From an optimization exercise on the open Yosys and OpenROAD flow, aimed at small area and a short achievable clock period; shortcuts taken in it are not production practice.
No run shown here included a check of the RTL's function; only the layout flow was run.
Power is estimated from default activity; no workload was simulated.

## flow/design.v (module list and top-level ports; edited modules follow where they fit)
// module multiplier: 3490 lines
// module FA: 4 lines
// module FAX: 6 lines
// module HA: 4 lines
// module HAN: 4 lines
// module FA1: 4 lines
// module MAJ: 3 lines
// module BENC: 5 lines
// module PPSEL: 3 lines
// module PPSELN: 3 lines
// module INV: 3 lines
// module NAND2: 3 lines
// module NOR2: 3 lines
// module XOR2: 3 lines
// module XNOR2: 3 lines
// module AOI21: 3 lines
// module OAI21: 3 lines
// module CPA: 1510 lines
module multiplier (
    input clk,
    input rst,
    input start,
    input [31:0] A,
    input [31:0] B,
    input [7:0] Physical_address_in,
    input [31:0] PC_in,
    output [63:0] Product,
    output reg done,
    output reg [7:0] Physical_address_out,
    output reg [31:0] PC_out
);
  // ...
==> flow/flow/run.sh <==
#!/bin/bash
# Layout flow: the standard ORFS flow (standard.sh) with extra ORFS
# settings read from flow/knobs.txt (one VAR=value per line).
set -euo pipefail
knobs=()
while IFS= read -r line; do
  [[ -z "$line" || "$line" == \#* ]] && continue
  knobs+=("$line")
done < flow/knobs.txt
bash standard.sh "${knobs[@]}" finish > standard.log 2>&1
==> flow/flow/knobs.txt <==
BUFFER_PORTS_ARGS=-buffer_cell sky130_fd_sc_hd__buf_4
==> flow/standard.sh <==
#!/bin/bash
# synth_recipe.tcl (not shown) runs the flow's synth.tcl, then flattens the netlist and writes it again
# the make line also repeats each setting of config.mk as NAME=value (left out here)
make -C /OpenROAD-flow-scripts/flow DESIGN_CONFIG=/design/flow/config.mk WORK_HOME=/design/flow/orfs CLKGATE_MAP_FILE= SYNTH_SCRIPT=/design/flow/synth_recipe.tcl "${@:-finish}"
==> flow/config.mk <==
export PLATFORM = sky130hd
export DESIGN_NAME = multiplier
export DESIGN_NICKNAME = multiplier
export VERILOG_FILES = /design/flow/design.v
export SDC_FILE = /design/flow/constraint.sdc
export NUM_CORES = 8
export LEC_CHECK = 0
export CAP_MARGIN = 20
export CORE_MARGIN = 2
export CORE_UTILIZATION = 40
export SETUP_SLACK_MARGIN = 1.0
export SLEW_MARGIN = 20
export SYNTH_HIERARCHICAL = 1
export SYNTH_MINIMUM_KEEP_SIZE = 0
==> flow/constraint.sdc <==
create_clock -name core_clock -period 5.0 [get_ports {clk}]
set_input_delay 1.0000 -clock core_clock [delete_from_list [all_inputs] [get_ports {clk}]]
set_output_delay 1.0000 -clock core_clock [all_outputs]
set_load 0.01 [all_outputs]
==> summary.txt, run 1 <==
----------------------------------------------------
[Run status]
  Status ... finished clean

[Worst setup path]
  Buf+Inv Stages, Crit Path ... 2
  Total stage count of the critical path ... 10
  Type of the worst setup path ... reg2out

[Global route]
  Overall track demand over capacity in global routing ... 26.4%
  Pin count of the biggest net entering global routing ... 70
  Global-route wire length before repair ... between 150,000 and 200,000 um
  Leftover overflow at the end of global routing ... 0
  M2 GR Usage ... around 42%

[STA]
  Number of failing setup endpoints in the final timing report ... 0
  Worst hold slack after final layout ... approximately 620 ps
  Relative slew margins ... about two fifths
  Pins over their slew limit ... 0

[Drt]
  Routed wire length on met3 ... ~6700 um
  Post-Route WL ... 122,000 um

[Final layout]
  Number of ordinary and repair buffers in the finished layout ... just under 400
  Proportion of layout cells with a drive suffix above 1 ... between 40% and 50%
  Most area-hungry cell class in the final design ... multi-input combinational cells
  Max reg flops ... 32
  Layout Nets ... 4,318
  Commonest cells after routing, fill and taps aside ... 1,482 x xor2_1, 528 x a22oi_2, 465 x maj3_2
  Post-route cell area ... about 0.041 mm^2
  Comb_multi_in ... roughly 3,400
  Number of flip-flops and latches ... 168

[Clocking]
  Clock tree from TritonCTS ... done
  H-Tree Depth ... 4
  Post-CTS setup buffer count ... 13
  Post-cts sizing count ... about 40
  Post-cts hold buffer count ... 0
  Number of clock buffers inserted by TritonCTS ... 17

[Power and ir drop]
  Final total power ... 31.3 mW
  Seq pwr ... 2.86 mW
  Comb pwr share ... between 80% and 90%

[Die]
  Total die area ... 0.0888 mm^2
  Number of core rows ... approximately 110

[Job]
  Maximum Capacitance Violations ... 0

[Synth]
  Number of standard cells after synthesis ... around 3,700

----------------------------------------------------
==> module HAN, before the edit <==
module HAN (input a, input b, output s, output co);
  assign s = ~(a ^ b);
  assign co = a | b;
endmodule
==> module FA1, before the edit <==
module FA1 (input a, input b, output s, output co);
  assign s = ~(a ^ b);
  assign co = a | b;
endmodule
==> module BENC, before the edit <==
module BENC (input x2, input x1, input x0, output one, output two, output sgn);
  assign one = x1 ^ x0;
  assign two = ~one & (x2 ^ x1);
  assign sgn = x2 & ~(x1 & x0);
endmodule
==> run 2: changes to the inputs <==
--- a/flow/design.v
+++ b/flow/design.v
@@ -3505,8 +3505,11 @@
 module HAN (input a, input b, output s, output co);
-  assign s = ~(a ^ b);
-  assign co = a | b;
+  XNOR2 u_s (.a(a), .b(b), .y(s));
+  OR2 u_c (.a(a), .b(b), .y(co));
+endmodule
+module OR2 (input a, input b, output y);
+  assign y = a | b;
 endmodule
 module FA1 (input a, input b, output s, output co);
-  assign s = ~(a ^ b);
-  assign co = a | b;
+  XNOR2 u_s (.a(a), .b(b), .y(s));
+  OR2 u_c (.a(a), .b(b), .y(co));
 endmodule
@@ -3516,5 +3519,11 @@
 module BENC (input x2, input x1, input x0, output one, output two, output sgn);
-  assign one = x1 ^ x0;
-  assign two = ~one & (x2 ^ x1);
-  assign sgn = x2 & ~(x1 & x0);
+  XOR2 u_one (.a(x1), .b(x0), .y(one));
+  BTWO u_two (.x2(x2), .x1(x1), .x0(x0), .y(two));
+  BSGN u_sgn (.x2(x2), .x1(x1), .x0(x0), .y(sgn));
+endmodule
+module BTWO (input x2, input x1, input x0, output y);
+  assign y = x2 ? (~x1 & ~x0) : (x1 & x0);
+endmodule
+module BSGN (input x2, input x1, input x0, output y);
+  assign y = x2 & ~(x1 & x0);
 endmodule
==> flow/flow/run.sh (replaced) <==
#!/bin/bash
# Layout flow: the standard ORFS flow (standard.sh) with extra ORFS
# settings read from flow/knobs.txt (one VAR=value per line; @FLOW@ stands
# for this flow folder). Its output goes to standard.log.
set -euo pipefail
flowdir="$(pwd)/flow"
knobs=()
while IFS= read -r line; do
  [[ -z "$line" || "$line" == \#* ]] && continue
  knobs+=("${line//@FLOW@/$flowdir}")
done < flow/knobs.txt
bash standard.sh "${knobs[@]}" finish > standard.log 2>&1
==> flow/flow/downsize.tcl (new file) <==
# Start the layout from the smallest drive strength of every logic cell that
# synthesis sized up; the flow's timing repair then sizes up what needs it.
set n 0
foreach inst [[ord::get_db_block] getInsts] {
  set m [[$inst getMaster] getName]
  if {![regexp {^(sky130_fd_sc_hd__[a-z0-9]+)_([0-9]+)$} $m -> base size]} { continue }
  if {$size <= 1} { continue }
  if {[string match "*df*" $base] || [string match "*conb*" $base] || [string match "*clk*" $base]} { continue }
  set small [get_lib_cells -quiet ${base}_1]
  if {$small == ""} { continue }
  replace_cell [$inst getName] $small
  incr n
}
puts "downsize: $n cells set to drive strength 1"
==> flow/flow/knobs.txt (replaced) <==
BUFFER_PORTS_ARGS=-buffer_cell sky130_fd_sc_hd__buf_4
PRE_FLOORPLAN_TCL=@FLOW@/downsize.tcl
==> run 2 against run 1 <==
Effect of this change: routed wire length decreased by 3.7%; total power decreased by 13%; sequential power is 4% lower; count of clock-buffer cells in the layout did not move; sequential cell count is the same; cell area decreased by 9.1%; worst hold slack better by 27 ps; highest routed layer unchanged; still clean on timing, DRC and antenna; synthesized cell count shrank 3.1%.
==> summary.txt, run 2 <==
----------------------------------------------------
[Worst setup path]
  Setup crit end kind ... register (was output port)
  Critical path launch point type ... primary input (was register)
  Worst path cell trace ... buf_6, buf_16, xor2_1, a22oi_1, xor2_1, xor2_1, xor2_1, xor2_1, ha_1, maj3_2, xor2_1, xor2_1, maj3_1 (was xor2_1, buf_4, nand2_1, nor2_1, nand2_1, nor2_1, nand2_1, o21ai_1, xor2_1, buf_4)
  Type of the worst setup path ... in2reg (was reg2out)
  Worst path max stage delay ... 420 ps (was 520 ps)
  Required time at the worst-slack endpoint ... 5310 ps (was 4000 ps)
  Worst path most repeated cell ... xor2_1 (was nand2_1)
  Slowest cell on the critical path ... maj3_1 (was dfxtp_1)
  Buf+Inv Stages, Crit Path ... 2 (unchanged)
  Family of cells with the greatest summed delay on the critical path ... XOR/XNOR gates (was simple AND/OR/NAND/NOR gates)
  Data arrival time of the critical path ... 4290 ps (was 2990 ps)
  Top fanout value on the critical path ... 18 (was 4)

[Clocking]
  Clock Path Buffers ... 2 (unchanged)
  H-Tree Depth ... 4 (unchanged)
  Cell at the root of the clock tree ... clkbuf_16 (unchanged)
  Clock sink count ... 168 (unchanged)
  Number of clock buffers inserted by TritonCTS ... 17 (unchanged)
  Clock tree from TritonCTS ... done (unchanged)
  Post-cts hold buffer count ... 0 (unchanged)
  Clock slew seen by the registers of the worst setup and hold paths ... 70 ps (about the same)

[Global route]
  Leftover overflow at the end of global routing ... 0 (unchanged)
  Global-route wire length before repair ... 171,000 um (was 179,000 um)
  Vias in the first global route ... 27,800 (was 28,500)
  Overall track demand over capacity in global routing ... 28.7% (was 26.4%)
  Pin count of the biggest net entering global routing ... 39 (was 70)
  Antenna violations before repair ... 0 (was 1)

[Die]
  Number of core rows ... 100 (was 107)
  Die extent in y ... 279 um (was 298 um)
  Total die area ... 0.0776 mm^2 (was 0.0888 mm^2)
  Starting density of the core ... 40.4% (was 40.5%)
  Ports placed on the boundary ... 212 (unchanged)
  Floorplan die width ... 279 um (was 298 um)
  Core Area ... 0.0746 mm^2 (was 0.0854 mm^2)

[Final layout]
  Register name with the most flops ... PC_out (unchanged)
  Layout Nets ... 4,148 (was 4,318)
  Commonest cells after routing, fill and taps aside ... 1,476 x xor2_1, 438 x a22oi_1, 338 x buf_4 (was 1,482 x xor2_1, 528 x a22oi_2, 465 x maj3_2)
  Area growth syn-to-layout ... 23.4% (was 18.3%)
  Ant. Diodes ... 0 (unchanged)
  Fraction of the core area covered by cells at the end of the flow ... 49.9% (was 47.9%)
  Proportion of layout cells with a drive suffix above 1 ... 19.7% (was 41.3%)
  Most common cell after layout, fill and taps aside ... xor2_1 (unchanged)
  Largest registers ranked by flip-flop count ... PC_out (32), Physical_address_out (8) (unchanged)
  Max reg flops ... 32 (unchanged)

[Drt]
  Post-Route WL ... 117,000 um (was 122,000 um)
  Routed len/inst ... 23.4 um (was 23.0 um)
  Detailed-route vias per instance ... 5.81 (was 5.56)
  Total via count after detailed routing ... 29,100 (was 29,400)
  Remaining antenna violation count after routing ... 0 (unchanged)
  First DRT Iteration DRCs ... 2,822 (was 1,965)
  Drt pass-1 iters ... 6 (was 5)
  DRC violations left ... 0 (unchanged)

[STA]
  Total negative slack for setup checks ... 0 ps (unchanged)
  Number of endpoints with negative hold slack in the final report ... 0 (unchanged)
  Pins over their slew limit ... 0 (unchanged)
  Relative slew margins ... 43.2% (was 41.4%)
  Upper clock frequency limit ... 0.251 GHz (about the same)
  Number of failing setup endpoints in the final timing report ... 0 (unchanged)
  Post-route fraction of the period consumed by the critical path ... 79.7% (was 79.8%)
  Unrepaired setup endpoints after global routing ... yes (unchanged)
  Actual slew at the worst max-slew pin ... 850 ps (was 876 ps)
  Min cycle time layout ... 3990 ps (about the same)

[Synth]
  Ys Warns ... 7 (unchanged)
  Number of standard cells after synthesis ... 3,618 (was 3,734)
  Mean cell area of the mapped netlist ... 8.33 um^2 (was 9.26 um^2)
  Area of the mapped netlist ... 0.0301 mm^2 (was 0.0346 mm^2)

[Power and ir drop]
  Worst vdd ir ... 0.420 mV (was 0.790 mV)
  Pwr per Cell Area ... 735 mW/mm^2 (was 766 mW/mm^2)
  Static Leak ... 13.5 nW (was 15.1 nW)

[Placement]
  Placed wire-length estimate ... 95,500 um (was 99,900 um)
  Number of port buffers ... 211 (unchanged)
  Final RePlAce weighted congestion ... 0.974 (was 0.931)

[Job]
  Maximum Capacitance Violations ... 0 (unchanged)

[Hold path]
  Hold/Removal Path Class ... in2reg (unchanged)

[Run status]
  Status ... finished clean (unchanged)

----------------------------------------------------
## run 2: path summary, 6_finish.rpt
kind	startpoint	to	cells after the start
max	B[15]	r35_0	13
min	Physical_address_in[5]	Physical_address_out[5]	1
## run 2: final cells by class
class | instances | area, um^2
Sequential cell | 168 | 3360
Inverter | 32 | 120
Clock inverter | 15 | 140
Multi-Input combinational cell | 3418 | 28500
Fill cell | 7240 | 37400
Clock buffer | 17 | 425
Tap cell | 969 | 1210
Timing Repair Buffer | 390 | 3430
## run 2: power by group
part,leakage (nW),internal [mW],switching (mW)
sequential,1.42,2.20,0.541
clock,0.273,0.694,0.596
combinational,11.9,9.48,13.8
total,13.5,12.4,15.0
## run 2: metal layers
metal / part of all wire, % / up-vias / wire, um / GRT usage, %
met5: 0 / - / 0 / 0
met4: 4.6 / 0 / 5350 / 11.7
met3: 7.1 / 242 / 8300 / 3.67
met2: 44 / 1219 / 51900 / 45.9
met1: 44 / 14100 / 51700 / 39.0
li1: - / 13600 / - / -
## run 2: metrics by stage
stage               total power, mW  cells  hold slack (ps)  instance area [um^2]  setup slack [ps]
finish                         27.3   5009              645                 37200              1010
global route                   29.4   5009              615                 37200               956
CTS                            26.5   4966              618                 36000               954
detailed placement             25.1   4909             1110                 35000               328
global placement               24.9   4909             1100                 35000               356
floorplan                      18.4   3622             1030                 31300               970
## run 2: what timing repair did
| action | in CTS | in global routing |
|---|---|---|
| resized for setup | 22 | 117 |
| endpoints found under the hold margin | 0 | 0 |
| setup buffers | 25 | 39 |
| setup endpoints to repair | 67 | 78 |
| gates cloned | 0 | 4 |
| pin swaps | 13 | 30 |

[what the ideal ports hide]
How much do the figures lean on ideal ports? The routed layouts below were timed once more, with nothing changed but the port constraints. Step 1 (the two cells are an assumption about what drives the block):
set clk [get_ports {clk}]
set_driving_cell -lib_cell sky130_fd_sc_hd__clkbuf_16 $clk
set_driving_cell -lib_cell sky130_fd_sc_hd__buf_2 [delete_from_list [all_inputs] $clk]
Step 2, shift: input delay + t, output delay - t, t = (earliest + latest rising clock arrival at the registers) / 2. This alone moves slack from input paths to output paths. Three values: no drivers, after step 1, after step 2; two values: the first two.
| run | t (ns) | setup slack, ns | hold WS [ns] |
|---|---|---|---|
| run 1 | 0.534 | 1.012 / 0.950 / 0.472 | 0.619 / 0.586 / 1.120 |
| run 2 | 0.494 | 1.013 / 1.022 / 0.531 | 0.645 / 0.621 / 1.115 |
After both steps every run listed still meets setup and hold. For run 1, which loses most, drivers alone change the setup slack by -0.062 ns; drivers and shift together by -0.540 ns.
